Context: an optimization exercise on an open-source flow, tuned for small area and a short achievable clock period. The choices shown serve that exercise and are no tape-out recipe.
In this exercise RTL edits were held to simulation tests only and were not proved equivalent to the original.
Power figures rest on the tool's default switching activity, not on a simulated workload.

===== flow/flow/run.sh =====
#!/bin/bash
# Own flow: the standard synthesis, then its combinational logic re-mapped by ABC (registers,
# their names and cell types kept exactly as the standard synthesis made them), the logic fed
# by the input ports mapped for a tighter delay than the rest, then the standard ORFS layout
# of that netlist with buf_1 cells as the port buffers.
set -euo pipefail
W=$PWD
R=orfs/results/sky130hd/convolution/base
YOSYS=$FLOW_HOME/../tools/install/yosys/bin/yosys
[ -x "$YOSYS" ] || YOSYS=yosys
LIB=$FLOW_HOME/platforms/sky130hd/lib/sky130_fd_sc_hd__tt_025C_1v80.lib
source flow/params.sh

bash standard.sh synth > std_synth.log 2>&1
cp $R/1_2_yosys.v std_netlist.v
DU=$(grep -o -- "-dont_use [^ ]*" orfs/logs/sky130hd/convolution/base/1_2_yosys.log | sort -u | tr '\n' ' ')
mv orfs orfs_std

abc_script() {
  printf "strash\nifraig\nscorr\ndc2\ndch -f\nmap -a\ntopo\nstrash\ndch -f\nmap -D $1\ntopo\nstrash\ndch -f\nmap -D $1\ntopo\n"
}
abc_script $D_IN > resynth_in.abc
abc_script $D_REST > resynth_rest.abc

cat > resynth.ys <<EOT
read_liberty -ignore_miss_func $LIB
blackbox sky130_fd_sc_hd__df* sky130_fd_sc_hd__conb_*
read_verilog std_netlist.v
hierarchy -top $FLOW_TOP
flatten
opt_clean -purge
techmap
opt -fast
select -set s1 w:pixel_data_in w:pixel_data_valid_in %u %co*:-sky130_fd_sc_hd__dfxtp_1[Q] t:sky130_fd_sc_hd__df* %d
setattr -set stage1 1 @s1
select -set s2 * a:stage1 %d t:sky130_fd_sc_hd__df* %d t:sky130_fd_sc_hd__conb* %d
abc -script $W/resynth_rest.abc -liberty $LIB $DU @s2
abc -script $W/resynth_in.abc -liberty $LIB $DU a:stage1
opt_clean -purge
hilomap -singleton -hicell sky130_fd_sc_hd__conb_1 HI -locell sky130_fd_sc_hd__conb_1 LO
splitnets
opt_clean -purge
stat -liberty $LIB
write_verilog -noattr -noexpr -nohex -nodec resynth.v
EOT
$YOSYS -s resynth.ys > resynth.log 2>&1

bash standard.sh SYNTH_NETLIST_FILES=$W/resynth.v \
  BUFFER_PORTS_ARGS="-buffer_cell sky130_fd_sc_hd__buf_1" finish > flow_layout.log 2>&1

===== flow/flow/params.sh =====
D_IN=800
D_REST=1200

===== flow/standard.sh =====
#!/bin/bash
# synth_recipe.tcl (not shown) runs the flow's synth.tcl, then flattens the netlist and writes it again
# the make line also repeats each setting of config.mk as NAME=value (left out here)
make -C /OpenROAD-flow-scripts/flow DESIGN_CONFIG=/design/flow/config.mk WORK_HOME=/design/flow/orfs CLKGATE_MAP_FILE= SYNTH_SCRIPT=/design/flow/synth_recipe.tcl "${@:-finish}"

===== flow/config.mk =====
export PLATFORM = sky130hd
export DESIGN_NAME = convolution
export DESIGN_NICKNAME = convolution
export VERILOG_FILES = /design/flow/design.v
export SDC_FILE = /design/flow/constraint.sdc
export NUM_CORES = 4
export LEC_CHECK = 0
export CAP_MARGIN = 20
export CORE_MARGIN = 2
export CORE_UTILIZATION = 40
export SETUP_SLACK_MARGIN = 3.3
export SLEW_MARGIN = 20
export TNS_END_PERCENT = 10

===== flow/constraint.sdc =====
create_clock -name core_clock -period 5.5 [get_ports {clk}]
set_input_delay 1.1000 -clock core_clock [delete_from_list [all_inputs] [get_ports {clk}]]
set_output_delay 1.1000 -clock core_clock [all_outputs]
set_load 0.01 [all_outputs]

===== flow/design.v =====
module convolution(
input        clk,
input [71:0] pixel_data_in,
input        pixel_data_valid_in,
output reg [7:0] convolved_data_out,
output reg   convolved_data_valid_out
);
wire [7:0] p0 = pixel_data_in[7:0];
wire [7:0] p1 = pixel_data_in[15:8];
wire [7:0] p2 = pixel_data_in[23:16];
wire [7:0] p3 = pixel_data_in[31:24];
wire [7:0] p5 = pixel_data_in[47:40];
wire [7:0] p6 = pixel_data_in[55:48];
wire [7:0] p7 = pixel_data_in[63:56];
wire [7:0] p8 = pixel_data_in[71:64];
reg [8:0] a, b, c, d;
reg       valid1;
always @(posedge clk) begin
    a <= {1'b0, p0} - {1'b0, p8};
    b <= {1'b0, p6} - {1'b0, p2};
    c <= {1'b0, p3} - {1'b0, p5};
    d <= {1'b0, p1} - {1'b0, p7};
    valid1 <= pixel_data_valid_in;
end
wire [10:0] ae = {{2{a[8]}}, a};
wire [10:0] be = {{2{b[8]}}, b};
wire [10:0] ce = {c[8], c, 1'b0};
wire [10:0] de = {d[8], d, 1'b0};
wire [10:0] nbe = ~be;                        
wire [10:0] xs = ae ^ be ^ ce;
wire [10:0] xk = (ae & be) | (ae & ce) | (be & ce);
wire [10:0] xc = {xk[9:0], 1'b0};
wire [10:0] ys = ae ^ nbe ^ de;
wire [10:0] yk = (ae & nbe) | (ae & de) | (nbe & de);
wire [10:0] yc = {yk[9:0], 1'b1};
wire [6:0] gxl = {1'b0, xs[5:0]} + {1'b0, xc[5:0]};
wire [6:0] gyl = {1'b0, ys[5:0]} + {1'b0, yc[5:0]};
wire [6:0] gx7 = {xs[6] ^ xc[6] ^ gxl[6], gxl[5:0]};
wire [6:0] gy7 = {ys[6] ^ yc[6] ^ gyl[6], gyl[5:0]};
function eqk(input [4:0] h, input [4:0] k, input [4:0] v);
    reg [4:0] cy;
    integer i;
    begin
        cy[0] = 1'b0;
        for (i = 1; i < 5; i = i + 1)
            cy[i] = v[i-1] ? (h[i-1] & k[i-1]) : (h[i-1] | k[i-1]);
        eqk = ((h ^ k ^ cy) == v);
    end
endfunction
wire inx = gxl[6] ? (eqk(xs[10:6], xc[10:6], 5'd31) | eqk(xs[10:6], xc[10:6], 5'd30))
                  : (eqk(xs[10:6], xc[10:6], 5'd0)  | eqk(xs[10:6], xc[10:6], 5'd31));
wire iny = gyl[6] ? (eqk(ys[10:6], yc[10:6], 5'd31) | eqk(ys[10:6], yc[10:6], 5'd30))
                  : (eqk(ys[10:6], yc[10:6], 5'd0)  | eqk(ys[10:6], yc[10:6], 5'd31));
reg       big2;
reg       pi2;
reg [5:0] hx2, hy2;
reg       valid2;
always @(posedge clk) begin
    big2 <= ~(inx & iny);
    pi2 <= gx7[0];
    hx2 <= gx7[6:1];
    hy2 <= gy7[6:1];
    valid2 <= valid1;
end
localparam [767:0] T_TABLE = 768'h7df7de79e79e75d75c71c6db6996585d65544d240f34a1c208728d3d049351559761965a6db71c71d75d79e79e79f7df7df7df7df79e79e75d71c6db69a6585d65544d240e30a18018a30e4124d45565d865a69b6dc71d75e79e79f7df7df7df;
wire [5:0] tx = T_TABLE[6*{pi2, hx2} +: 6];
wire m64x = ~pi2 & (hx2 == 6'b100000);
wire sy = hy2[5];
wire [4:0] my = hy2[4:0] ^ {5{sy}};
wire [6:0] cmp = {2'b0, my} + {1'b0, ~tx} + {6'b0, sy & ~pi2};
wire is_edge = big2 | m64x | cmp[6];
always @(posedge clk) begin
    convolved_data_out <= {8{is_edge}};
    convolved_data_valid_out <= valid2;
end
endmodule

==> out/results.ini, run 1 <==
[sta]
finalHoldViolCount = 0
finClkSkew_ns = 0.0118
period_needed_ns = 2.29
worst-slew-pin-transition_ns = 0.483
setup_viol = 0
rsz0062_at_grt = true
finalCritPeriodShare_pct = 41.7
whs_ns = 0.336
relSlewSlack_pct = 67.5
fin_tns_setup_ns = 0
clock.fmax_mhz = 436
slew_violations = 0

[routing]
drtIter0Drc = 109
vias = 3996
finalWirelength_um = 8890
drcViolationCount = 0
vias_per_cell = 4.80
drtPass1Iterations = 4
routedWlPerCell_um = 10.7
ant_nets = 0

[critical_path]
critPathCaptureType = register
critPathKind = input pin to register
crit_fanout = 4
worstPathRequired_ns = 5.71
crit_path_start_kind = input pin
cp.arrival_ns = 2.50

[cells_and_area]
nFillCells = 1008
n_antenna_cell = 0
layout_commonest_cell = nand2_1
drive_gt1_share_pct = 9.00
layout_common_cells = 158 x nand2_1, 94 x clkinv_1, 74 x nor2_1, 74 x buf_1, 51 x dfxtp_1
area_growth_pct = 16.9
fin_nets = 773
multi_input_area_mm2 = 0.00256
regArea_mm2 = 0.00108

[floorplanning]
core.rowCount = 36
die_width_um = 103
fp.dieArea_mm2 = 0.0106
start_util_pct = 40.6
core_mm2 = 0.00964
io_pins = 83
chipHeight_um = 103

[cts]
cts_made_buffers = 5
clockBufferDepth = 2
ctsRootBufferMaster = clkbuf_8
clk_latency_ns = 0.31
cts_tree = built
cts_sinks = 54
htreeDepth = 2
clkSlewWorstSetupHoldPaths_ns = 0.09

[outcome]
status = complete, no violations

[yosys]
synthCells = 613
synth.yosys.warnings = 0
synth_fp_nets = 687
syn_avg_cell_area_um2 = 6.38
netlist_area_mm2 = 0.00391

[global_route]
grt_usage_pct = 17.9
grt-ovfl-total = 0
grt_max_degree = 18
antenna_found_initial = 0
grt_pass1_wl_um = 15100
first_global_vias = 3451

[placement]
place_congestion = 0.894
hpwl_um = 7200
port_buffers = 74

[pwr]
finalPower_w = 0.00176
leakagePower_nw = 1.98
ir_drop_v = 0.000135
powerDensity_mw_per_mm2 = 385
p_int_w = 0.000955
clkPwrFrac_pct = 13.5
power_frac_comb_pct = 51.5
p_seq_share_pct = 35.0
p_switching_w = 0.000806
p_sw_share_pct = 45.8

[hold_path]
hp-class = register to register

[job]
cap_violations = 0

## cell type report
type | count | area share (%)
clock inverter | 2 | 0.356
timing repair buffer | 79 | 6.89
inverter | 94 | 7.71
sequential | 54 | 23.7
multi-input combinational | 465 | 55.9
tap | 133 | 3.64
clock buffer | 6 | 1.81
## layer usage
layer	wire [um]	track usage, %
met1	4300	23.8
met2	4080	30.2
met4	104	4.55
met3	409	2.78
met5	0	0
## per-stage QoR
step                      setup WS, ns  utilization, %  instance area, um^2  cells
after floorplan                   3.11               -                 3980    613
after global placement            2.75            45.9                 4420    820
after detailed placement          2.72            45.9                 4420    820
after CTS                         3.22            47.5                 4570    833
after global routing              3.00            47.5                 4570    833
final                             3.21            47.5                 4570    833
## power groups by stage
stage / clock network [W] / registers, W / logic, W
final: 0.000237 / 0.000617 / 0.000907
after global routing: 0.000264 / 0.000633 / 0.00104
after CTS: 0.000249 / 0.000617 / 0.000907
after detailed placement: 0 / 0.000623 / 0.000895
after global placement: 0 / 0.000629 / 0.000900
after floorplan: 0 / 0.000585 / 0.000712
## critical path, cell delays in order
cell and delay, ns:
buf_1 0.10, or2b_4 0.28, nand2_2 0.07, nand4_1 0.19, a21oi_4 0.24, o22ai_2 0.10, a21oi_2 0.17, o22ai_2 0.11
nand3_1 0.09, nand2_1 0.06
## state kept, by name (all words and copies together), names as in the netlist
name	count
big2	1
valid2	1
convolved_data_valid_out	1
hy2	6
convolved_data_out	1
pi2	1
b	9
a	9
hx2	6
c	9
d	9
valid1	1
## worst paths after layout
path	from	endpoint	slack (ns)	depth (start not counted)
max reg2reg	hx2[1]$_DFF_P_	convolved_data_out[0]$_DFF_P_	3.26	9
max	pixel_data_in[9]	d[7]$_DFF_P_	3.21	10
min reg2reg	valid2$_DFF_P_	convolved_data_valid_out$_DFF_P_	0.34	0
min	valid2$_DFF_P_	convolved_data_valid_out$_DFF_P_	0.34	0
## what timing repair did
action,CTS,global route
gates cloned,0,0
setup endpoints to repair,14,17
hold buffers,0,0
buffers inserted,5,0
gates resized for setup,5,0
pin swaps,7,0
==> run 2: changes to the inputs <==
--- a/flow/config.mk
+++ b/flow/config.mk
@@ -8,6 +8,6 @@
 export CAP_MARGIN = 20
 export CORE_MARGIN = 2
 export CORE_UTILIZATION = 40
-export SETUP_SLACK_MARGIN = 3.3
+export SETUP_SLACK_MARGIN = 3.1
 export SLEW_MARGIN = 20
 export TNS_END_PERCENT = 10
==> out/results.ini, run 2 <==
[routing]
drcViolationCount = 0
vias = 3915
routedWlPerCell_um = 10.5
drtIter0Drc = 113
ant_nets = 0
drtPass1Iterations = 4
vias_per_cell = 4.72
finalWirelength_um = 8730

[sta]
fin_tns_setup_ns = 0
period_needed_ns = 2.42
setup_viol = 0
clock.fmax_mhz = 413
rsz0062_at_grt = true
slew_violations = 0
finalCritPeriodShare_pct = 44.0
worst-slew-pin-transition_ns = 0.544
finalHoldViolCount = 0
finClkSkew_ns = 0.00796
whs_ns = 0.337
relSlewSlack_pct = 63.7

[yosys]
synth_fp_nets = 687
synthCells = 613
synth.yosys.warnings = 0
syn_avg_cell_area_um2 = 6.38
netlist_area_mm2 = 0.00391

[critical_path]
worstPathRequired_ns = 5.75
critPathMaxStageDelay_ns = 0.27
cp_cell_sequence = buf_1, or2b_4, nand2_1, nand4_1, a21oi_2, o22ai_2, a21oi_2, o22ai_2, o2bb2ai_1, nand2_1
cp.arrival_ns = 2.67
crit_path_start_kind = input pin
critPathCaptureType = register
slowest_stage = or2b_4
critPathKind = input pin to register
crit_fanout = 4

[global_route]
met2_usage_pct = 28.6
antenna_found_initial = 0
grt_pass1_wl_um = 14300
grt_usage_pct = 16.7
top_usage_layer = met2
grt_max_degree = 17
grt-ovfl-total = 0
grtUsageMet3_pct = 2.51
use_met1_pct = 22.2
first_global_vias = 3347

[floorplanning]
core_mm2 = 0.00964
fp.dieArea_mm2 = 0.0106
io_pins = 83
chipHeight_um = 103
start_util_pct = 40.6
die_width_um = 103
core.rowCount = 36

[cts]
clockBufferDepth = 2
cts_sinks = 54
clkSlewWorstSetupHoldPaths_ns = 0.10
clk_latency_ns = 0.31
hold_buffers = 0
cts_made_buffers = 5
ctsRootBufferMaster = clkbuf_8
cts_tree = built
htreeDepth = 2

[placement]
dp.cells = 820
port_buffers = 74
hpwl_um = 7200
place_congestion = 0.885
dpl_cell_area_mm2 = 0.00440

[cells_and_area]
n_antenna_cell = 0
nFillCells = 1030
final_cells = 830
fin_nets = 770
drive_gt1_share_pct = 7.60
layout_common_cells = 160 x nand2_1, 94 x clkinv_1, 74 x nor2_1, 74 x buf_1, 53 x dfxtp_1
area_growth_pct = 15.5
layout_commonest_cell = nand2_1
fin_area_mm2 = 0.00452

[pwr]
finalPower_w = 0.00174
clkPwrFrac_pct = 12.7
p_sw_share_pct = 46.1
ir_drop_v = 0.000141
power_frac_comb_pct = 51.9
leakagePower_nw = 1.95
p_seq_share_pct = 35.4
p_switching_w = 0.000801
p_int_w = 0.000936
powerDensity_mw_per_mm2 = 384

[outcome]
status = complete, no violations

[job]
cap_violations = 0

[hold_path]
hp-class = register to register

[run 2: worst paths after layout]
path,cells after the start,to,startpoint,slack (ns)
worst max-delay path,10,b[7]$_DFF_P_,pixel_data_in[49],3.08
worst min-delay path,0,valid2$_DFF_P_,valid1$_DFF_P_,0.34
worst max register to register,8,convolved_data_out[0]$_DFF_P_,hx2[3]$_DFF_P_,3.10
worst min register to register,0,valid2$_DFF_P_,valid1$_DFF_P_,0.34
[run 2: per-layer routing]
layer | share of wire [%] | vias to the layer above
li1 | - | 2155
met1 | 49 | 1656
met2 | 45 | 97
met3 | 4.8 | 7
met4 | 0.72 | 0
met5 | 0 | -
[run 2: power groups by stage]
stage	logic (W)	clock network (W)	registers (W)
4_1_cts	0.000898	0.000230	0.000611
5_1_grt	0.00102	0.000244	0.000630
3_3_place_gp	0.000899	0	0.000630
2_1_floorplan	0.000710	0	0.000585
3_5_place_dp	0.000892	0	0.000620
6_report	0.000901	0.000221	0.000616
[run 2: through the flow]
step	utilization [%]	setup slack (ns)
2_1_floorplan	-	3.08
3_5_place_dp	45.6	2.70
5_1_grt	46.9	2.93
4_1_cts	46.6	3.03
3_3_place_gp	45.6	2.72
6_report	46.9	3.08
[run 2: what timing repair did]
item,CTS,global route
endpoints found under the setup margin,10,14
pin swaps,1,3
gates cloned,0,0
buffers inserted,0,2
resized for setup,1,3
[run 2: worst max-delay path, delay by kind of cell]
kind	cells	cell delay, ns
compound gates	5	0.88
simple gates	4	0.59
buf+inv	1	0.09
[run 2: layout make-up]
type                    instances  area, um^2  share of cell area, %
well taps                     133         166                   3.68
inverters                      94         353                   7.81
clock buffers                   6        72.6                   1.61
multi-input cells             465        2540                   56.2
clock inverters                 2        13.8                  0.305
flip-flops and latches         54        1080                   23.9
repair buffers                 76         293                   6.48
==> run 3: changes to the inputs <==
--- a/flow/flow/run.sh
+++ b/flow/flow/run.sh
@@ -9,18 +9,13 @@
 YOSYS=$FLOW_HOME/../tools/install/yosys/bin/yosys
 [ -x "$YOSYS" ] || YOSYS=yosys
 LIB=$FLOW_HOME/platforms/sky130hd/lib/sky130_fd_sc_hd__tt_025C_1v80.lib
-source flow/params.sh
 
 bash standard.sh synth > std_synth.log 2>&1
 cp $R/1_2_yosys.v std_netlist.v
 DU=$(grep -o -- "-dont_use [^ ]*" orfs/logs/sky130hd/convolution/base/1_2_yosys.log | sort -u | tr '\n' ' ')
 mv orfs orfs_std
 
-abc_script() {
-  printf "strash\nifraig\nscorr\ndc2\ndch -f\nmap -a\ntopo\nstrash\ndch -f\nmap -D $1\ntopo\nstrash\ndch -f\nmap -D $1\ntopo\n"
-}
-abc_script $D_IN > resynth_in.abc
-abc_script $D_REST > resynth_rest.abc
+printf "set_driving_cell sky130_fd_sc_hd__buf_1\nset_load 5\n" > abc.constr
 
 cat > resynth.ys <<EOT
 read_liberty -ignore_miss_func $LIB
@@ -34,8 +29,8 @@
 select -set s1 w:pixel_data_in w:pixel_data_valid_in %u %co*:-sky130_fd_sc_hd__dfxtp_1[Q] t:sky130_fd_sc_hd__df* %d
 setattr -set stage1 1 @s1
 select -set s2 * a:stage1 %d t:sky130_fd_sc_hd__df* %d t:sky130_fd_sc_hd__conb* %d
-abc -script $W/resynth_rest.abc -liberty $LIB $DU @s2
-abc -script $W/resynth_in.abc -liberty $LIB $DU a:stage1
+abc -script $W/flow/rest.abc -liberty $LIB $DU -constr $W/abc.constr @s2
+abc -script $W/flow/s1.abc -liberty $LIB $DU -constr $W/abc.constr a:stage1
 opt_clean -purge
 hilomap -singleton -hicell sky130_fd_sc_hd__conb_1 HI -locell sky130_fd_sc_hd__conb_1 LO
 splitnets
==> flow/flow/rest.abc (new file) <==
strash
ifraig
scorr
dc2
dch -f
map -a
topo
strash
dch -f
map -D 1200
topo
strash
dch -f
map -D 1200
topo
==> flow/flow/s1.abc (new file) <==
strash
dch -f
map -D 800
topo
buffer
upsize -D 800
dnsize -D 800
--- a/flow/config.mk
+++ b/flow/config.mk
@@ -8,6 +8,6 @@
 export CAP_MARGIN = 20
 export CORE_MARGIN = 2
 export CORE_UTILIZATION = 40
-export SETUP_SLACK_MARGIN = 3.1
+export SETUP_SLACK_MARGIN = 3.55
 export SLEW_MARGIN = 20
 export TNS_END_PERCENT = 10
removed: flow/flow/params.sh
==> out/results.ini, run 3 <==
[floorplanning]
core.rowCount = 37
core_mm2 = 0.0102
io_pins = 83
die_width_um = 106
start_util_pct = 40.7
fp.dieArea_mm2 = 0.0112
chipHeight_um = 106

[sta]
setup_viol = 0
period_needed_ns = 1.93
whs_ns = 0.345
relSlewSlack_pct = 72.1
finalCritPeriodShare_pct = 35.1
fin_tns_setup_ns = 0
finalHoldViolCount = 0
worst-slew-pin-transition_ns = 0.408
clock.fmax_mhz = 518
setup_ws_ns = 3.57
finClkSkew_ns = 0.00970
rsz0062_at_grt = true
slew_violations = 0

[pwr]
p_switching_w = 0.000956
powerDensity_mw_per_mm2 = 408
ir_drop_v = 0.000149
power_frac_comb_pct = 57.6
leakagePower_nw = 2.30
p_int_w = 0.00110
p_seq_share_pct = 31.6
p_sw_share_pct = 46.6
clkPwrFrac_pct = 10.8

[cts]
clockBufferDepth = 2
cts_sinks = 54
htreeDepth = 2
cts_made_buffers = 5
clkSlewWorstSetupHoldPaths_ns = 0.10
clk_latency_ns = 0.31
hold_buffers = 0
ctsRootBufferMaster = clkbuf_8
cts_tree = built

[outcome]
status = complete, no violations

[critical_path]
critPathKind = register to output port
critPathCaptureType = output port
crit_fanout = 8
critPathMaxStageDelay_ns = 0.38
slowest_stage = dfxtp_4
critPathTopFamily = flip-flops
crit_path_start_kind = register
critPathBufInv = 1
worstPathRequired_ns = 4.40
cp.arrival_ns = 0.83
cp_cell_sequence = buf_1

[yosys]
syn_avg_cell_area_um2 = 6.49
synth.yosys.warnings = 0
synth_fp_nets = 712
synthCells = 638
netlist_area_mm2 = 0.00414

[cells_and_area]
area_growth_pct = 21.4
drive_gt1_share_pct = 18.6
layout_common_cells = 134 x nand2_1, 67 x buf_1, 59 x nor2_1, 50 x xor2_1, 48 x inv_1
final_cells = 868
layout_commonest_cell = nand2_1
n_antenna_cell = 0
fin_nets = 806

[placement]
port_buffers = 74
place_congestion = 0.834
hpwl_um = 7500
dp.cells = 848
preCtsSetupSlack_ns = 3.13

[global_route]
grt_usage_pct = 16.2
grt_max_degree = 18
first_global_vias = 3578
grt-ovfl-total = 0
grt_pass1_wl_um = 15000
antenna_found_initial = 0

[routing]
drtPass1Iterations = 4
vias_per_cell = 4.83
vias = 4189
drtIter0Drc = 128
ant_nets = 0
finalWirelength_um = 9370
drcViolationCount = 0
routedWlPerCell_um = 10.8

[hold_path]
hp-class = register to register

[job]
cap_violations = 0

-- run 3: worst paths after layout --
path	start	slack, ns	cells past startpoint	to
hold / removal	valid2$_DFF_P_	0.35	0	convolved_data_valid_out$_DFF_P_
setup reg to reg	a[1]$_DFF_P_	3.65	11	big2$_DFF_P_
hold reg to reg	valid2$_DFF_P_	0.35	0	convolved_data_valid_out$_DFF_P_
setup / recovery	convolved_data_out[0]$_DFF_P_	3.57	1	convolved_data_out[0]
-- run 3: per-layer routing --
metal / vias up / part of all wire (%) / global-route usage (%)
li1: 2269 / - / -
met1: 1805 / 46 / 20.9
met2: 103 / 47 / 27.9
met3: 12 / 4.5 / 2.66
met4: 0 / 1.7 / 4.14
met5: - / 0 / 0
-- run 3: power groups by stage --
stage,combinational (W),sequential (W),clock (W)
2_1_floorplan,0.000801,0.000600,0
3_3_place_gp,0.000991,0.000641,0
3_5_place_dp,0.000990,0.000638,0
4_1_cts,0.00103,0.000640,0.000233
5_1_grt,0.00133,0.000665,0.000249
6_report,0.00118,0.000648,0.000223
-- run 3: metrics by stage --
step	total power (W)	util, %	instance area [um^2]
after floorplan	0.00140	-	4140
after global placement	0.00163	45.1	4590
after detailed placement	0.00163	45.1	4590
after CTS	0.00190	46.5	4740
after global routing	0.00224	49.4	5030
final	0.00205	49.4	5030
-- run 3: area by class of cell --
cell class | count | area, um^2
Sequential cell | 54 | 1130
Inverter | 95 | 362
Multi-Input combinational cell | 489 | 2900
Clock buffer | 5 | 68.8
Clock inverter | 2 | 17.5
Fill cell | 1037 | 5160
Timing Repair Buffer | 87 | 382
Tap cell | 136 | 170
-- run 3: what timing repair did --
| action | CTS | global route |
|---|---|---|
| pin swaps | 2 | 22 |
| gates resized for setup | 21 | 79 |
| buffers inserted | 1 | 12 |
| endpoints found under the hold margin | 0 | 0 |
| endpoints found under the setup margin | 11 | 16 |
-- run 3: worst reg2reg max path: cells and delay by family (launching register included) --
kind                   cells  cell delay [ns]
AO/OA/AOI/OAI              5             0.85
buffers and inverters      1             0.05
flip-flops                 1             0.38
AND/OR/NAND/NOR            5             0.48
==> run 4: changes to the inputs <==
--- a/flow/config.mk
+++ b/flow/config.mk
@@ -8,6 +8,8 @@
 export CAP_MARGIN = 20
 export CORE_MARGIN = 2
 export CORE_UTILIZATION = 40
-export SETUP_SLACK_MARGIN = 3.55
+export CTS_CLUSTER_DIAMETER = 100
+export CTS_CLUSTER_SIZE = 40
+export SETUP_SLACK_MARGIN = 3.4
 export SLEW_MARGIN = 20
 export TNS_END_PERCENT = 10
==> out/results.ini, run 4 <==
[sta]
setup_ws_ns = 3.49
period_needed_ns = 2.01
finalHoldViolCount = 0
worst-slew-pin-transition_ns = 0.456
rsz0062_at_grt = true
finalCritPeriodShare_pct = 36.6
finClkSkew_ns = 0.0116
relSlewSlack_pct = 69.3
whs_ns = 0.343
clock.fmax_mhz = 497
slew_violations = 0
fin_tns_setup_ns = 0
setup_viol = 0

[critical_path]
reg2reg_setup_slack_ns = 3.56
critPathKind = register to output port
critPathTopFamily = flip-flops
slowest_stage = dfxtp_1
cp.arrival_ns = 0.91
crit_path_start_kind = register
critPathMaxStageDelay_ns = 0.43
critPathCaptureType = output port
critPathBufInv = 1
crit_fanout = 8
cp_cell_sequence = buf_1
worstPathRequired_ns = 4.40

[outcome]
status = complete, no violations

[yosys]
synthCells = 638
synth.yosys.warnings = 0
syn_avg_cell_area_um2 = 6.49
synth_fp_nets = 712
netlist_area_mm2 = 0.00414

[routing]
vias = 4121
vias_per_cell = 4.80
drtPass1Iterations = 4
finalWirelength_um = 8880
ant_nets = 0
drtIter0Drc = 173
routedWlPerCell_um = 10.4
drcViolationCount = 0

[floorplanning]
start_util_pct = 40.7
die_width_um = 106
fp.dieArea_mm2 = 0.0112
io_pins = 83
chipHeight_um = 106
core_mm2 = 0.0102
core.rowCount = 37

[cells_and_area]
layout_commonest_cell = nand2_1
fin_area_mm2 = 0.00479
nFillCells = 1070
fin_nets = 796
drive_gt1_share_pct = 10.9
n_antenna_cell = 0
layout_common_cells = 148 x nand2_1, 74 x buf_1, 65 x nor2_1, 51 x xor2_1, 49 x inv_1
area_growth_pct = 15.7
post-route-util_pct = 47.1

[global_route]
grt_pass1_wl_um = 14600
grt_usage_pct = 15.8
grt_max_degree = 18
antenna_found_initial = 0
first_global_vias = 3480
grt-ovfl-total = 0

[placement]
dpl_cell_area_mm2 = 0.00459
preCtsSetupSlack_ns = 3.15
place_congestion = 0.833
hpwl_um = 7460
port_buffers = 74

[cts]
clk_latency_ns = 0.31
cts_sinks = 54
cts_tree = built
cts_made_buffers = 5
clkSlewWorstSetupHoldPaths_ns = 0.10
clockBufferDepth = 2
htreeDepth = 2
ctsRootBufferMaster = clkbuf_8

[pwr]
ir_drop_v = 0.000172
powerDensity_mw_per_mm2 = 401
leakagePower_nw = 2.18

[hold_path]
hp-class = register to register

[job]
cap_violations = 0

==> run 4: cell count changes in the layout (fill, tap and decap cells not counted), moves of 6 or more <==
| cell | delta |
|---|---|
| nand2_1 | +14 |
| nand2_2 | -10 |
| buf_4 | -9 |
| buf_1 | +7 |
| clkbuf_2 | -7 |
| inv_2 | -7 |
| clkinv_1 | +6 |
| dfxtp_1 | +6 |
| dfxtp_4 | -6 |
| nor2_1 | +6 |
==> run 4: repair_timing <==
item                                    in CTS  in global routing
setup buffers                                0                  3
pin swaps                                    0                  4
gates resized for setup                      6                 27
endpoints found under the setup margin       2                  3
hold buffers                                 0                  0
==> run 4: power by group <==
| group | leakage, nW | total, W | internal [W] | switching [W] |
|---|---|---|---|---|
| clock network | 0.0450 | 0.000223 | 0.0000908 | 0.000132 |
| registers | 0.456 | 0.000650 | 0.000504 | 0.000146 |
| logic | 1.68 | 0.00105 | 0.000433 | 0.000616 |
| total | 2.18 | 0.00192 | 0.00103 | 0.000894 |
==> run 4: worst paths after layout <==
check                                     end  depth (start not counted)                           from
max                     convolved_data_out[4]                          1  convolved_data_out[0]$_DFF_P_
min          convolved_data_valid_out$_DFF_P_                          0                 valid2$_DFF_P_
max reg2reg     convolved_data_out[0]$_DFF_P_                          8                 hx2[2]$_DFF_P_
min reg2reg  convolved_data_valid_out$_DFF_P_                          0                 valid2$_DFF_P_
==> run 4: stage by stage <==
| stage | instances | power, W |
|---|---|---|
| 3_5_place_dp | 848 | 0.00163 |
| 6_report | 858 | 0.00192 |
| 2_1_floorplan | 638 | 0.00140 |
| 5_1_grt | 858 | 0.00210 |
| 3_3_place_gp | 848 | 0.00163 |
| 4_1_cts | 855 | 0.00186 |
==> run 4: cell type report <==
| type | instances | area [um^2] | share of cell area, % |
|---|---|---|---|
| multi-input cells | 489 | 2760 | 57.7 |
| flip-flops and latches | 54 | 1100 | 23.0 |
| inverters | 95 | 369 | 7.70 |
| repair buffers | 77 | 300 | 6.26 |
| well taps | 136 | 170 | 3.55 |
| clock buffers | 5 | 68.8 | 1.44 |
| clock inverters | 2 | 17.5 | 0.365 |
==> run 4: metal layers <==
metal / vias to the layer above / GRT usage, % / routed length, um / part of all wire, %
met5: - / 0 / 0 / 0
met4: 0 / 3.95 / 93 / 1.0
met3: 8 / 2.60 / 466 / 5.2
met2: 116 / 27.0 / 4040 / 45
met1: 1751 / 20.9 / 4290 / 48
li1: 2246 / - / - / -
==> run 5: changes to the inputs <==
--- a/flow/config.mk
+++ b/flow/config.mk
@@ -8,8 +8,6 @@
 export CAP_MARGIN = 20
 export CORE_MARGIN = 2
 export CORE_UTILIZATION = 40
-export CTS_CLUSTER_DIAMETER = 100
-export CTS_CLUSTER_SIZE = 40
 export SETUP_SLACK_MARGIN = 3.4
 export SLEW_MARGIN = 20
 export TNS_END_PERCENT = 10
==> out/results.ini, run 5 <==
[sta]
period_needed_ns = 2.01
finClkSkew_ns = 0.0116
rsz0062_at_grt = true
clock.fmax_mhz = 497
finalCritPeriodShare_pct = 36.6
fin_tns_setup_ns = 0
worst-slew-pin-transition_ns = 0.456
setup_viol = 0
slew_violations = 0
finalHoldViolCount = 0
relSlewSlack_pct = 69.3

[routing]
ant_nets = 0
finalWirelength_um = 8880
routedWlPerCell_um = 10.4
vias = 4121
drcViolationCount = 0
drtIter0Drc = 173
drtPass1Iterations = 4
vias_per_cell = 4.80

[cells_and_area]
layout_commonest_cell = nand2_1
fin_nets = 796
drive_gt1_share_pct = 10.9
area_growth_pct = 15.7
nFillCells = 1070
n_antenna_cell = 0
layout_common_cells = 148 x nand2_1, 74 x buf_1, 65 x nor2_1, 51 x xor2_1, 49 x inv_1
post-route-util_pct = 47.1

[floorplanning]
core_mm2 = 0.0102
io_pins = 83
die_width_um = 106
core.rowCount = 37
chipHeight_um = 106
start_util_pct = 40.7
fp.dieArea_mm2 = 0.0112

[hold_path]
hp-class = register to register
hp-start = valid2$_DFF_P_

[placement]
port_buffers = 74
hpwl_um = 7460
place_congestion = 0.833

[critical_path]
critPathMaxStageDelay_ns = 0.43
critPathTopFamily = flip-flops
crit_path_start_kind = register
worstPathRequired_ns = 4.40
slowest_stage = dfxtp_1
cp_cell_sequence = buf_1
cp.arrival_ns = 0.91
r2r_start = hx2[2]$_DFF_P_
crit_fanout = 8
critPathCaptureType = output port
critPathBufInv = 1
critPathKind = register to output port
critPathLaunch = convolved_data_out[0]$_DFF_P_

[pwr]
leakagePower_nw = 2.18
ir_drop_v = 0.000172
powerDensity_mw_per_mm2 = 401

[yosys]
synth_fp_nets = 712
synth.yosys.warnings = 0
synthCells = 638
netlist_area_mm2 = 0.00414
syn_avg_cell_area_um2 = 6.49

[job]
cap_violations = 0

[cts]
cts_made_buffers = 5
clkSlewWorstSetupHoldPaths_ns = 0.10
clockBufferDepth = 2
cts_tree = built
ctsRootBufferMaster = clkbuf_8
hold_buffers = 0
cts_sinks = 54
htreeDepth = 2
clk_latency_ns = 0.31

[global_route]
grt_max_degree = 18
first_global_vias = 3480
grt_pass1_wl_um = 14600
grt-ovfl-total = 0
antenna_found_initial = 0
grt_usage_pct = 15.8

[outcome]
status = complete, no violations

-- run 5: stage by stage --
| step | instances | power [W] | hold WS, ns | setup WS (ns) | instance area (um^2) |
|---|---|---|---|---|---|
| 2_1_floorplan | 638 | 0.00140 | 0.310 | 3.54 | 4140 |
| 3_3_place_gp | 848 | 0.00163 | 0.318 | 3.04 | 4590 |
| 3_5_place_dp | 848 | 0.00163 | 0.320 | 3.15 | 4590 |
| 4_1_cts | 855 | 0.00186 | 0.350 | 3.35 | 4680 |
| 5_1_grt | 858 | 0.00210 | 0.354 | 3.38 | 4790 |
| 6_report | 858 | 0.00192 | 0.343 | 3.49 | 4790 |
-- run 5: area by class of cell --
cell class                      count  area (um^2)  share of cell area [%]
Multi-Input combinational cell    489         2760                    57.7
Inverter                           95          369                    7.70
Clock inverter                      2         17.5                   0.365
Clock buffer                        5         68.8                    1.44
Tap cell                          136          170                    3.55
Sequential cell                    54         1100                    23.0
Timing Repair Buffer               77          300                    6.26
-- run 5: timing repair --
item                                    CTS  global route
buffers inserted                          0             3
pin swaps                                 0             4
endpoints found under the setup margin    2             3
resized for setup                         6            27
-- run 5: where the power goes --
part           switching [W]  internal, W
Combinational       0.000616     0.000433
Sequential          0.000146     0.000504
Clock               0.000132    0.0000908
-- run 5: final timing paths --
check,to,slack [ns],cells after the start
max,convolved_data_out[4],3.49,1
min,convolved_data_valid_out$_DFF_P_,0.34,0
max reg2reg,convolved_data_out[0]$_DFF_P_,3.56,8
min reg2reg,convolved_data_valid_out$_DFF_P_,0.34,0
-- run 5: metal layers --
| metal | vias to the layer above | share of wire [%] | track usage, % |
|---|---|---|---|
| met1 | 1751 | 48 | 20.9 |
| li1 | 2246 | - | - |
| met2 | 116 | 45 | 27.0 |
| met5 | - | 0 | 0 |
| met3 | 8 | 5.2 | 2.60 |
| met4 | 0 | 1.0 | 3.95 |
==> run 6: changes to the inputs <==
==> flow/flow/s1.abc (replaced) <==
strash
if -g
dch -f
map -D 1000
topo
==> out/results.ini, run 6 <==
[outcome]
status = complete, no violations

[critical_path]
cp.arrival_ns = 2.32
worstPathRequired_ns = 5.70
crit_path_start_kind = input pin
r2r-end = convolved_data_out[0]$_DFF_P_
endpoint = b[8]$_DFF_P_
critPathLaunch = pixel_data_in[48]
reg2reg_setup_slack_ns = 3.49
critPathKind = input pin to register
crit_fanout = 3
r2r_start = hx2[3]$_DFF_P_
critPathCaptureType = register
worst_r2r_path_depth = 8

[cells_and_area]
layout_commonest_cell = nand2_1
drive_gt1_share_pct = 12.3
fin_area_mm2 = 0.00483
layout_common_cells = 136 x nand2_1, 84 x clkinv_1, 74 x nor2_1, 69 x buf_1, 48 x dfxtp_1
final_cells = 839
n_antenna_cell = 0
post-route-util_pct = 49.9
area_growth_pct = 22.4
fin_nets = 779

[sta]
finClkSkew_ns = 0.0142
slew_violations = 0
finalHoldViolCount = 0
fin_tns_setup_ns = 0
period_needed_ns = 2.12
relSlewSlack_pct = 68.8
worst-slew-pin-transition_ns = 0.463
rsz0062_at_grt = true
clock.fmax_mhz = 472
setup_viol = 0
finalCritPeriodShare_pct = 38.5

[floorplanning]
core.rowCount = 36
core_mm2 = 0.00968
start_util_pct = 40.8
io_pins = 83
fp.dieArea_mm2 = 0.0107
chipHeight_um = 103
die_width_um = 103

[yosys]
synth.yosys.warnings = 0
netlist_area_mm2 = 0.00395
syn_avg_cell_area_um2 = 6.44
synth_fp_nets = 687
synthCells = 613

[job]
cap_violations = 0

[global_route]
grt-ovfl-total = 0
grt_pass1_wl_um = 14800
first_global_vias = 3480
use_met1_pct = 22.8
antenna_found_initial = 0
grt_usage_pct = 17.2
met2_usage_pct = 29.7
grtUsageMet3_pct = 2.15
top_usage_layer = met2
grt_max_degree = 19

[placement]
dp.cells = 820
port_buffers = 74
place_congestion = 0.808
dpl_cell_area_mm2 = 0.00446
hpwl_um = 7460

[routing]
finalWirelength_um = 9160
vias_per_cell = 4.88
vias = 4092
routedWlPerCell_um = 10.9
drtPass1Iterations = 5
drcViolationCount = 0
drtIter0Drc = 108
ant_nets = 0

[cts]
hold_buffers = 0
ctsRootBufferMaster = clkbuf_8
clockBufferDepth = 2
cts_sinks = 54
clk_latency_ns = 0.31
htreeDepth = 2
cts_made_buffers = 5
cts_tree = built
clkSlewWorstSetupHoldPaths_ns = 0.11

[pwr]
leakagePower_nw = 1.97
finalPower_w = 0.00199
ir_drop_v = 0.000146
powerDensity_mw_per_mm2 = 412

[hold_path]
hp-class = register to register

## run 6: cell types whose count changed in the layout (fill, tap and decap cells not counted), moves of 7 or more
cell      previous run  this run
nand2_2             11         3
xnor2_1             15        26
xor2_1              51        43
nand4_1             10         3
a21oi_1             16        25
o21ai_1             11         4
nor2_1              65        74
clkinv_1            39        84
inv_1               49         0
buf_4                3        11
nand3_1             31        20
nand2_1            148       136
## run 6: layout make-up
cell class	count	area (um^2)
fill	972	4850
multi-input combinational	467	2680
sequential	54	1100
inverter	92	387
timing repair buffer	85	382
tap	133	166
clock buffer	5	68.8
clock inverter	3	48.8
## run 6: worst min path at each step
stage	from	to	slack (ns)	cells after the start
after floorplan	valid2$_DFF_P_	convolved_data_valid_out$_DFF_P_	0.31	0
after global placement	valid2$_DFF_P_	convolved_data_valid_out$_DFF_P_	0.32	0
after detailed placement	valid2$_DFF_P_	convolved_data_valid_out$_DFF_P_	0.32	0
after CTS	valid2$_DFF_P_	convolved_data_valid_out$_DFF_P_	0.35	0
after global routing	valid2$_DFF_P_	convolved_data_valid_out$_DFF_P_	0.36	0
final	valid2$_DFF_P_	convolved_data_valid_out$_DFF_P_	0.34	0
## run 6: power by group
part | internal, W | switching [W]
Sequential | 0.000503 | 0.000149
Combinational | 0.000440 | 0.000620
Clock | 0.000139 | 0.000138
Total | 0.00108 | 0.000907
## run 6: metrics by stage
step / setup WS, ns / hold slack [ns]
after floorplan: 3.22 / 0.310
after detailed placement: 2.60 / 0.316
final: 3.38 / 0.343
after CTS: 3.31 / 0.350
after global routing: 3.31 / 0.357
after global placement: 2.61 / 0.318
## run 6: repair_timing
action / 4_1_cts / 5_1_grt
endpoints found under the setup margin: 20 / 27
pin swaps: 4 / 14
gates resized for setup: 15 / 45
buffers inserted: 2 / 9
## run 6: worst max-delay path, stage by stage
cell and delay [ns]:
buf_12 0.10, clkinv_16 0.05, nand2_8 0.07, a21boi_4 0.05, nor2_2 0.13, nand2_2 0.09, a221o_2 0.38, a211oi_2 0.25
o22ai_1 0.09
## run 6: layer usage
metal | part of all wire, % | up-vias
met5 | 0 | -
met3 | 3.6 | 11
met1 | 47 | 1796
met4 | 1.4 | 0
met2 | 48 | 100
li1 | - | 2185
==> run 7: changes to the inputs <==
==> flow/flow/s1.abc (replaced) <==
strash
dch -f
map -D 1000
topo
buffer
upsize -D 850
dnsize -D 850
--- a/flow/config.mk
+++ b/flow/config.mk
@@ -8,6 +8,7 @@
 export CAP_MARGIN = 20
 export CORE_MARGIN = 2
 export CORE_UTILIZATION = 40
+export CTS_BUF_LIST = sky130_fd_sc_hd__clkbuf_4 sky130_fd_sc_hd__clkbuf_8
 export SETUP_SLACK_MARGIN = 3.4
 export SLEW_MARGIN = 20
 export TNS_END_PERCENT = 10
==> out/results.ini, run 7 <==
[outcome]
status = complete, no violations

[cts]
clockBufferDepth = 2
ctsRootBufferMaster = clkbuf_8
htreeDepth = 2
clkSlewWorstSetupHoldPaths_ns = 0.10
clk_latency_ns = 0.31
cts_sinks = 54
cts_tree = built
hold_buffers = 0
cts_made_buffers = 5

[critical_path]
r2r_start = hx2[3]$_DFF_P_
worst_r2r_path_depth = 9
r2r-end = convolved_data_out[0]$_DFF_P_
reg2reg_setup_slack_ns = 3.50
crit_path_start_kind = input pin
critPathKind = input pin to register
crit_fanout = 3
critPathCaptureType = register
cp.arrival_ns = 2.24
worstPathRequired_ns = 5.71

[sta]
whs_ns = 0.341
relSlewSlack_pct = 66.2
period_needed_ns = 2.03
setup_viol = 0
clock.fmax_mhz = 493
worst-slew-pin-transition_ns = 0.502
finalHoldViolCount = 0
finalCritPeriodShare_pct = 36.9
slew_violations = 0
rsz0062_at_grt = true
fin_tns_setup_ns = 0
finClkSkew_ns = 0.0219

[placement]
port_buffers = 74
place_congestion = 0.835
hpwl_um = 7130

[floorplanning]
chipHeight_um = 103
fp.dieArea_mm2 = 0.0107
die_width_um = 103
core.rowCount = 36
io_pins = 83
core_mm2 = 0.00968
start_util_pct = 40.8

[pwr]
power_frac_comb_pct = 52.2
leakagePower_nw = 2.15
p_int_w = 0.00106
p_switching_w = 0.000871
p_seq_share_pct = 33.5
ir_drop_v = 0.000149
powerDensity_mw_per_mm2 = 417
clkPwrFrac_pct = 14.3
p_sw_share_pct = 45.0

[hold_path]
hold_path_end = valid2$_DFF_P_
hp-class = register to register
hp-start = valid1$_DFF_P_
min_path_cells = 0

[routing]
drcViolationCount = 0
routedWlPerCell_um = 10.1
vias_per_cell = 4.70
drtIter0Drc = 92
vias = 3950
finalWirelength_um = 8470
drtPass1Iterations = 4
ant_nets = 0

[cells_and_area]
area_growth_pct = 17.5
layout_commonest_cell = nand2_1
drive_gt1_share_pct = 10.0
fin_nets = 781
n_antenna_cell = 0
layout_common_cells = 167 x nand2_1, 74 x buf_1, 67 x nor2_1, 53 x inv_1, 44 x dfxtp_1

[global_route]
grt-ovfl-total = 0
antenna_found_initial = 0
grt_usage_pct = 16.6
first_global_vias = 3430
grt_max_degree = 18
grt_pass1_wl_um = 14200

[yosys]
syn_avg_cell_area_um2 = 6.32
synth_fp_nets = 699
synthCells = 625
synth.yosys.warnings = 0
netlist_area_mm2 = 0.00395

[job]
cap_violations = 0

run 7: changes by cell type in the layout (fill, tap and decap cells not counted), moves of 7 or more:
cell      previous run  this run
inv_1                0        53
clkinv_1            84        39
nand2_1            136       167
buf_4               11         1
nand3_1             20        30
xnor2_1             26        18
nor2_1              74        67
run 7: power groups by stage:
| stage | combinational, W | sequential, W | clock (W) |
|---|---|---|---|
| after floorplan | 0.000763 | 0.000594 | 0 |
| after global placement | 0.000950 | 0.000636 | 0 |
| after detailed placement | 0.000955 | 0.000634 | 0 |
| after CTS | 0.000962 | 0.000630 | 0.000286 |
| after global routing | 0.00116 | 0.000665 | 0.000303 |
| final | 0.00101 | 0.000647 | 0.000277 |
run 7: worst max-delay path by stage:
stage | depth (start not counted) | start | endpoint
after floorplan | 10 | pixel_data_in[1] | a[7]$_DFF_P_
after global placement | 9 | hx2[4]$_DFF_P_ | convolved_data_out[0]$_DFF_P_
after detailed placement | 9 | hx2[4]$_DFF_P_ | convolved_data_out[0]$_DFF_P_
after CTS | 9 | hx2[0]$_DFF_P_ | convolved_data_out[0]$_DFF_P_
after global routing | 9 | hx2[3]$_DFF_P_ | convolved_data_out[0]$_DFF_P_
final | 9 | pixel_data_in[2] | a[7]$_DFF_P_
run 7: area by class of cell:
| class | instances | area, um^2 |
|---|---|---|
| clock buffer | 6 | 82.6 |
| inverter | 96 | 370 |
| multi-input combinational | 475 | 2590 |
| tap | 133 | 166 |
| sequential | 54 | 1100 |
| clock inverter | 2 | 38.8 |
| fill | 1025 | 5050 |
| timing repair buffer | 75 | 285 |
run 7: stage by stage:
step / instance area, um^2 / power, W / setup slack, ns / std cells / utilization [%]
after floorplan: 3950 / 0.00136 / 3.38 / 625 / -
after CTS: 4520 / 0.00188 / 3.31 / 840 / 46.7
after detailed placement: 4390 / 0.00159 / 3.02 / 832 / 45.4
after global placement: 4390 / 0.00159 / 2.92 / 832 / 45.4
after global routing: 4640 / 0.00213 / 3.35 / 841 / 47.9
final: 4640 / 0.00193 / 3.47 / 841 / 47.9
run 7: per-layer routing:
metal | global-route usage [%] | vias up | share of wire (%)
li1 | - | 2177 | -
met1 | 21.8 | 1692 | 49
met2 | 27.5 | 71 | 46
met3 | 2.49 | 10 | 3.5
met4 | 5.87 | 0 | 1.5
met5 | 0 | - | 0
run 7: worst max-delay path: stages:
cell	delay, ns
buf_1	0.10
xor2_1	0.18
or2_1	0.26
a21oi_2	0.18
nand2_2	0.10
nand4_1	0.13
nand2_1	0.06
nand3_1	0.07
nand2_1	0.05
run 7: what timing repair did:
action / in CTS / in global routing
setup buffers: 0 / 1
resized for setup: 8 / 31
setup endpoints to repair: 2 / 20
pin swaps: 0 / 1
==> run 8: changes to the inputs <==
--- a/flow/config.mk
+++ b/flow/config.mk
@@ -7,8 +7,8 @@
 export LEC_CHECK = 0
 export CAP_MARGIN = 20
 export CORE_MARGIN = 2
-export CORE_UTILIZATION = 40
-export CTS_BUF_LIST = sky130_fd_sc_hd__clkbuf_4 sky130_fd_sc_hd__clkbuf_8
+export CORE_UTILIZATION = 55
+export PLACE_DENSITY = 0.7
 export SETUP_SLACK_MARGIN = 3.4
 export SLEW_MARGIN = 20
 export TNS_END_PERCENT = 10
==> out/results.ini, run 8 <==
[outcome]
status = complete, no violations

[critical_path]
path_depth = 9
slowest_stage = or2_1
crit_fanout = 3
endpoint = a[7]$_DFF_P_
worst_r2r_path_depth = 10
crit_top_cell = nand2_1
critPathBufInv = 1
cp_cell_sequence = buf_1, xor2_1, or2_1, a21oi_2, nand2_2, nand4_1, nand2_1, nand3_1, nand2_1
cp.arrival_ns = 2.23
critPathLaunch = pixel_data_in[2]
worstPathRequired_ns = 5.70
r2r-end = convolved_data_out[0]$_DFF_P_
critPathKind = input pin to register
critPathMaxStageDelay_ns = 0.26
critPathTopFamily = simple AND/OR/NAND/NOR gates
r2r_start = hx2[0]$_DFF_P_
critPathCaptureType = register
reg2reg_setup_slack_ns = 3.47
crit_path_start_kind = input pin

[cts]
cts_sinks = 54
cts_tree = built
clockBufferDepth = 2
ctsRootBufferMaster = clkbuf_8
hold_buffers = 0
cts_made_buffers = 5
htreeDepth = 2
clk_latency_ns = 0.30
clkSlewWorstSetupHoldPaths_ns = 0.10

[global_route]
grt_pass1_wl_um = 14200
grt_max_degree = 18
antenna_found_initial = 0
grt_usage_pct = 22.2
first_global_vias = 3515
grt-ovfl-total = 0

[cells_and_area]
drive_gt1_share_pct = 9.18
n_antenna_cell = 0
layout_commonest_cell = nand2_1
fin_nets = 781
layout_common_cells = 165 x nand2_1, 73 x buf_1, 68 x nor2_1, 53 x inv_1, 49 x dfxtp_1
nFillCells = 661
area_growth_pct = 15.3

[yosys]
synth.yosys.warnings = 0
synth_fp_nets = 699
netlist_area_mm2 = 0.00395
syn_avg_cell_area_um2 = 6.32
synthCells = 625

[routing]
drcViolationCount = 0
ant_nets = 0
vias_per_cell = 5.04
drtIter0Drc = 96
vias = 4052
routedWlPerCell_um = 10.2
finalWirelength_um = 8230
drtPass1Iterations = 4

[sta]
relSlewSlack_pct = 70.5
setup_viol = 0
fin_tns_setup_ns = 0
rsz0062_at_grt = true
finalHoldViolCount = 0
slew_violations = 0
whs_ns = 0.344
finalCritPeriodShare_pct = 36.9
period_needed_ns = 2.03
clock.fmax_mhz = 493
finClkSkew_ns = 0.0163
worst-slew-pin-transition_ns = 0.439

[floorplanning]
chipHeight_um = 88.7
die_width_um = 88.7
start_util_pct = 57.5
io_pins = 83
core.rowCount = 30
core_mm2 = 0.00687
fp.dieArea_mm2 = 0.00787

[placement]
port_buffers = 74
hpwl_um = 6910
place_congestion = 0.880

[pwr]
powerDensity_mw_per_mm2 = 416
leakagePower_nw = 2.14
ir_drop_v = 0.000169

[hold_path]
hp-class = register to register

[job]
cap_violations = 0

-- run 8: cell count changes in the layout (fill, tap and decap cells not counted), sizes merged --
| cell | previous run | this run |
|---|---|---|
| clkbuf | 6 | 7 |
| clkinvlp | 2 | 3 |
| buf | 75 | 74 |
| clkinv | 41 | 40 |
-- run 8: through the flow --
stage	instance area (um^2)	utilization (%)	worst slack [ns]	power [W]	instances
final	4550	66.3	3.47	0.00189	804
after global routing	4550	66.3	3.34	0.00207	804
after CTS	4470	65.1	3.30	0.00186	803
after detailed placement	4350	63.3	3.09	0.00158	795
after global placement	4350	63.3	3.08	0.00156	795
after floorplan	3950	-	3.38	0.00136	625
-- run 8: worst min-delay path by stage --
stage / start / to / slack [ns] / cells after the start
after global routing: valid2$_DFF_P_ / convolved_data_valid_out$_DFF_P_ / 0.35 / 0
after floorplan: valid2$_DFF_P_ / convolved_data_valid_out$_DFF_P_ / 0.31 / 0
after CTS: valid2$_DFF_P_ / convolved_data_valid_out$_DFF_P_ / 0.35 / 0
after detailed placement: valid2$_DFF_P_ / convolved_data_valid_out$_DFF_P_ / 0.32 / 0
final: valid2$_DFF_P_ / convolved_data_valid_out$_DFF_P_ / 0.34 / 0
after global placement: valid2$_DFF_P_ / convolved_data_valid_out$_DFF_P_ / 0.32 / 0
-- run 8: area by class of cell --
| type | instances | area [um^2] | area share [%] |
|---|---|---|---|
| sequential | 54 | 1090 | 23.9 |
| tap | 96 | 120 | 2.64 |
| clock inverter | 2 | 38.8 | 0.852 |
| inverter | 96 | 372 | 8.16 |
| multi-input combinational | 475 | 2560 | 56.3 |
| clock buffer | 6 | 82.6 | 1.81 |
| timing repair buffer | 75 | 287 | 6.29 |
-- run 8: worst register-to-register path, stage by stage, from the launching register on --
cell and delay (ns):
dfxtp_1 0.53, nand2_2 0.17, clkinv_1 0.12, nand2_1 0.09, o21ai_0 0.16, nand3_1 0.11, o21ai_0 0.18, a31oi_1 0.14
a22oi_1 0.19, a21oi_1 0.09, o221ai_1 0.17
-- run 8: timing repair --
action	in CTS	in global routing
buffers inserted	0	1
setup endpoints to repair	2	23
pin swaps	0	2
resized for setup	4	23
endpoints found under the hold margin	0	0
-- run 8: layer usage --
layer | routed length [um] | vias to the layer above | part of all wire (%) | track usage [%]
li1 | - | 2174 | - | -
met1 | 3830 | 1759 | 47 | 28.0
met2 | 3830 | 107 | 47 | 38.9
met3 | 427 | 12 | 5.2 | 2.99
met4 | 141 | 0 | 1.7 | 7.30
met5 | 0 | - | 0 | 0
-- run 8: where the power goes --
| part | total, W | internal [W] | switching [W] |
|---|---|---|---|
| logic | 0.000981 | 0.000397 | 0.000584 |
| clock network | 0.000274 | 0.000150 | 0.000125 |
| registers | 0.000639 | 0.000495 | 0.000144 |
| total | 0.00189 | 0.00104 | 0.000853 |
==> run 9: changes to the inputs <==
==> flow/flow/s1.abc (replaced) <==
strash
dch -f
map -D 900
topo
buffer
upsize -D 850
dnsize -D 850
--- a/flow/config.mk
+++ b/flow/config.mk
@@ -7,8 +7,7 @@
 export LEC_CHECK = 0
 export CAP_MARGIN = 20
 export CORE_MARGIN = 2
-export CORE_UTILIZATION = 55
-export PLACE_DENSITY = 0.7
+export CORE_UTILIZATION = 40
 export SETUP_SLACK_MARGIN = 3.4
 export SLEW_MARGIN = 20
 export TNS_END_PERCENT = 10
==> out/results.ini, run 9 <==
[critical_path]
critPathMaxStageDelay_ns = 0.53
slowest_stage = dfxtp_2
critPathCaptureType = register
crit_fanout = 15
reg2reg_setup_slack_ns = 3.47
cp_cell_sequence = clkinvlp_4, nand2_1, o21ai_0, a31oi_1, nor2_1, a32oi_1, a22oi_1, a21oi_1, o221ai_1
crit_path_start_kind = register
cp.arrival_ns = 2.20
worstPathRequired_ns = 5.67
critPathKind = register to register

[global_route]
grt_max_degree = 17
antenna_found_initial = 0
grt-ovfl-total = 0
grt_usage_pct = 15.6
grt_pass1_wl_um = 14600
first_global_vias = 3548

[placement]
hpwl_um = 7040
dp.cells = 835
place_congestion = 0.893
port_buffers = 74

[cells_and_area]
layout_common_cells = 185 x nand2_1, 74 x buf_1, 53 x nor2_1, 48 x dfxtp_1, 44 x xor2_1
drive_gt1_share_pct = 8.02
fin_nets = 784
nFillCells = 1047
area_growth_pct = 15.5
final_cells = 844
post-route-util_pct = 47.3
layout_commonest_cell = nand2_1
n_antenna_cell = 0

[sta]
clock.fmax_mhz = 493
fin_tns_setup_ns = 0
finalHoldViolCount = 0
relSlewSlack_pct = 63.3
worst-slew-pin-transition_ns = 0.537
finClkSkew_ns = 0.0108
period_needed_ns = 2.03
setup_viol = 0
rsz0062_at_grt = true
slew_violations = 0
finalCritPeriodShare_pct = 36.9

[floorplanning]
io_pins = 83
die_width_um = 104
core_mm2 = 0.00973
core.rowCount = 36
chipHeight_um = 104
fp.dieArea_mm2 = 0.0108
start_util_pct = 40.9

[cts]
cts_sinks = 54
ctsRootBufferMaster = clkbuf_8
cts_made_buffers = 5
clkSlewWorstSetupHoldPaths_ns = 0.09
clk_latency_ns = 0.30
clockBufferDepth = 2
hold_buffers = 0
htreeDepth = 2
cts_tree = built

[routing]
finalWirelength_um = 8390
ant_nets = 0
vias = 4025
drtIter0Drc = 145
vias_per_cell = 4.77
drcViolationCount = 0
drtPass1Iterations = 5
routedWlPerCell_um = 9.94

[pwr]
leakagePower_nw = 2.13
finalPower_w = 0.00189
ir_drop_v = 0.000192
powerDensity_mw_per_mm2 = 411

[job]
cap_violations = 0

[yosys]
synthCells = 628
synth.yosys.warnings = 0
netlist_area_mm2 = 0.00398
syn_avg_cell_area_um2 = 6.34
synth_fp_nets = 702

[outcome]
status = complete, no violations

[hold_path]
hp-class = register to register

-- run 9: changes by cell type in the layout (fill, tap and decap cells not counted), moves of 4 or more --
cell,before,now
nand2_1,165,185
nor2_1,68,53
inv_1,53,43
or2_2,14,22
a21oi_1,20,27
o21ai_2,8,1
a21oi_2,7,1
nand2_2,8,2
nand4_1,4,10
a21boi_0,7,3
-- run 9: power breakdown --
group | switching (W) | internal (W)
logic | 0.000592 | 0.000407
clock network | 0.000121 | 0.000136
registers | 0.000138 | 0.000495
-- run 9: layer usage --
layer	routed length [um]	track usage [%]
met1	4100	20.7
met2	3810	26.9
met3	399	2.14
met4	81	3.96
met5	0	0
-- run 9: path summary, 6_finish.rpt --
path             startpoint                             to  cells after the start
max          hx2[4]$_DFF_P_  convolved_data_out[0]$_DFF_P_                      9
min          valid1$_DFF_P_                 valid2$_DFF_P_                      0
max reg2reg  hx2[4]$_DFF_P_  convolved_data_out[0]$_DFF_P_                      9
min reg2reg  valid1$_DFF_P_                 valid2$_DFF_P_                      0
-- run 9: worst max-delay path: cells and delay by family (launching register included) --
family                 cells  cell delay (ns)
AO/OA/AOI/OAI              6             0.89
buffers and inverters      1             0.26
flip-flops                 1             0.53
AND/OR/NAND/NOR            2             0.23
-- run 9: layout make-up --
type                       instances  area (um^2)  area share [%]
multi-input combinational        488         2610            56.8
tap                              133          166            3.62
clock buffer                       6         72.6            1.58
sequential                        54         1090            23.7
clock inverter                     2         37.5           0.816
timing repair buffer              75          285            6.20
inverter                          86          335            7.29
-- run 9: repair_timing --
action,4_1_cts,5_1_grt
setup buffers,0,1
setup endpoints to repair,2,15
gates cloned,0,0
pin swaps,0,1
gates resized for setup,4,16
-- run 9: metrics by stage --
| step | hold slack [ns] | setup slack [ns] | cell area (um^2) |
|---|---|---|---|
| after floorplan | 0.310 | 3.42 | 3980 |
| after global placement | 0.312 | 3.17 | 4430 |
| after detailed placement | 0.316 | 3.15 | 4430 |
| after CTS | 0.338 | 3.34 | 4540 |
| after global routing | 0.341 | 3.34 | 4600 |
| final | 0.335 | 3.47 | 4600 |
==> run 10: changes to the inputs <==
==> flow/flow/s1.abc (replaced) <==
strash
dch -f
map -D 1000
topo
buffer
upsize -D 850
dnsize -D 850
==> out/results.ini, run 10 <==
[critical_path]
crit_fanout = 3
r2r_start = hx2[3]$_DFF_P_
critPathCaptureType = register
critPathKind = input pin to register
critPathLaunch = pixel_data_in[2]
crit_path_start_kind = input pin
worstPathRequired_ns = 5.71
cp.arrival_ns = 2.24

[cells_and_area]
fin_nets = 781
drive_gt1_share_pct = 10.0
layout_commonest_cell = nand2_1
fin_area_mm2 = 0.00464
n_antenna_cell = 0
layout_common_cells = 167 x nand2_1, 74 x buf_1, 67 x nor2_1, 53 x inv_1, 44 x dfxtp_1
area_growth_pct = 17.5

[sta]
finalCritPeriodShare_pct = 36.9
setup_viol = 0
slew_violations = 0
relSlewSlack_pct = 66.2
finClkSkew_ns = 0.0219
fin_tns_setup_ns = 0
period_needed_ns = 2.03
finalHoldViolCount = 0
rsz0062_at_grt = true
clock.fmax_mhz = 493
worst-slew-pin-transition_ns = 0.502

[yosys]
synth.yosys.warnings = 0
netlist_area_mm2 = 0.00395
synthCells = 625
synth_fp_nets = 699
syn_avg_cell_area_um2 = 6.32

[routing]
vias = 3950
vias_per_cell = 4.70
routedWlPerCell_um = 10.1
drcViolationCount = 0
finalWirelength_um = 8470
drtIter0Drc = 92
ant_nets = 0
drtPass1Iterations = 4

[floorplanning]
core.rowCount = 36
start_util_pct = 40.8
chipHeight_um = 103
die_width_um = 103
io_pins = 83
fp.dieArea_mm2 = 0.0107
core_mm2 = 0.00968

[placement]
hpwl_um = 7130
place_congestion = 0.835
port_buffers = 74
dpl_cell_area_mm2 = 0.00439

[pwr]
leakagePower_nw = 2.15
ir_drop_v = 0.000149
powerDensity_mw_per_mm2 = 417

[cts]
cts_tree = built
htreeDepth = 2
ctsRootBufferMaster = clkbuf_8
hold_buffers = 0
cts_sinks = 54
cts_made_buffers = 5
clockBufferDepth = 2
clkSlewWorstSetupHoldPaths_ns = 0.10
clk_latency_ns = 0.31

[global_route]
first_global_vias = 3430
grt_usage_pct = 16.6
grt_max_degree = 18
grt_pass1_wl_um = 14200
antenna_found_initial = 0
grt-ovfl-total = 0

[hold_path]
hp-class = register to register
hp-start = valid1$_DFF_P_

[outcome]
status = complete, no violations

[job]
cap_violations = 0

==> run 10: layout make-up <==
type                            instances  area, um^2
Inverter                               96         370
Timing Repair Buffer                   75         285
Clock inverter                          2        38.8
Tap cell                              133         166
Clock buffer                            6        82.6
Fill cell                            1025        5050
Sequential cell                        54        1100
Multi-Input combinational cell        475        2590
==> run 10: repair_timing <==
item                                    CTS  global route
endpoints found under the setup margin    2            20
resized for setup                         8            31
buffers inserted                          0             1
pin swaps                                 0             1
==> run 10: routing by layer <==
| layer | share of wire (%) | GRT usage, % | routed length [um] |
|---|---|---|---|
| met1 | 49 | 21.8 | 4140 |
| met2 | 46 | 27.5 | 3900 |
| met3 | 3.5 | 2.49 | 293 |
| met4 | 1.5 | 5.87 | 129 |
| met5 | 0 | 0 | 0 |
==> run 10: worst max-delay path, stage by stage <==
cell and delay, ns:
buf_1 0.10, xor2_1 0.18, or2_1 0.26, a21oi_2 0.18, nand2_2 0.10, nand4_1 0.13
nand2_1 0.06, nand3_1 0.07, nand2_1 0.05
==> run 10: path summary, 6_finish.rpt <==
path                            cells past startpoint                       endpoint  slack, ns
worst min register to register                      0                 valid2$_DFF_P_       0.34
worst max-delay path                                9                   a[7]$_DFF_P_       3.47
worst min-delay path                                0                 valid2$_DFF_P_       0.34
worst max register to register                      9  convolved_data_out[0]$_DFF_P_       3.50
==> run 10: power by group <==
group | switching, W | total [W] | internal, W
Combinational | 0.000598 | 0.00101 | 0.000412
Sequential | 0.000146 | 0.000647 | 0.000502
Clock | 0.000127 | 0.000277 | 0.000150
Total | 0.000871 | 0.00193 | 0.00106
==> run 10: through the flow <==
stage	setup WS [ns]	total power, W	instances	utilization, %	hold WS, ns
after floorplan	3.38	0.00136	625	-	0.310
after global placement	2.92	0.00159	832	45.4	0.318
after detailed placement	3.02	0.00159	832	45.4	0.314
after CTS	3.31	0.00188	840	46.7	0.346
after global routing	3.35	0.00213	841	47.9	0.349
final	3.47	0.00193	841	47.9	0.341

## afterwards: timing with drivers on the ports
No port has a modelled driver above. Below, the same layouts with a new extraction and two added sets of constraints.
Step 1 (the two cells are an assumption about what drives the block):
set clk [get_ports {clk}]
set_driving_cell -lib_cell sky130_fd_sc_hd__clkbuf_16 $clk
set_driving_cell -lib_cell sky130_fd_sc_hd__buf_2 [delete_from_list [all_inputs] $clk]
Step 2 adds t to the input delays and takes it off the output delays; t is the mean of the earliest and latest rising clock arrival at the registers after step 1. Input paths then give back, and output paths get back, about the clock's delay inside the block.
Three values: ideal, step 1, step 2; two values: the first two.
run | shift t [ns] | slack for setup (ns) | latest minus earliest clock arrival (ns) | worst data-port slew with drivers (ns)
run 1 | 0.339 | 3.207 / 3.216 / 2.877 | 0.012 / 0.012 | 0.03
run 2 | 0.332 | 3.079 / 3.085 / 2.753 | 0.008 / 0.008 | 0.03
run 3 | 0.334 | 3.568 / 3.537 / 3.268 | 0.010 / 0.010 | 0.04
run 4 | 0.332 | 3.489 / 3.458 / 3.298 | 0.012 / 0.012 | 0.04
run 5 | 0.332 | 3.489 / 3.458 / 3.298 | 0.012 / 0.012 | 0.04
run 6 | 0.335 | 3.383 / 3.353 / 3.018 | 0.015 / 0.015 | 0.06
run 7 | 0.330 | 3.471 / 3.482 / 3.152 | 0.022 / 0.022 | 0.04
run 8 | 0.325 | 3.471 / 3.459 / 3.157 | 0.016 / 0.017 | 0.03
run 9 | 0.326 | 3.470 / 3.470 / 3.189 | 0.011 / 0.011 | 0.03
run 10 | 0.330 | 3.471 / 3.482 / 3.152 | 0.022 / 0.022 | 0.04
After both steps setup and hold are still met in every run listed. The setup slack of run 6, which loses most, moves by -0.030 ns with the drivers and by -0.365 ns with both steps.
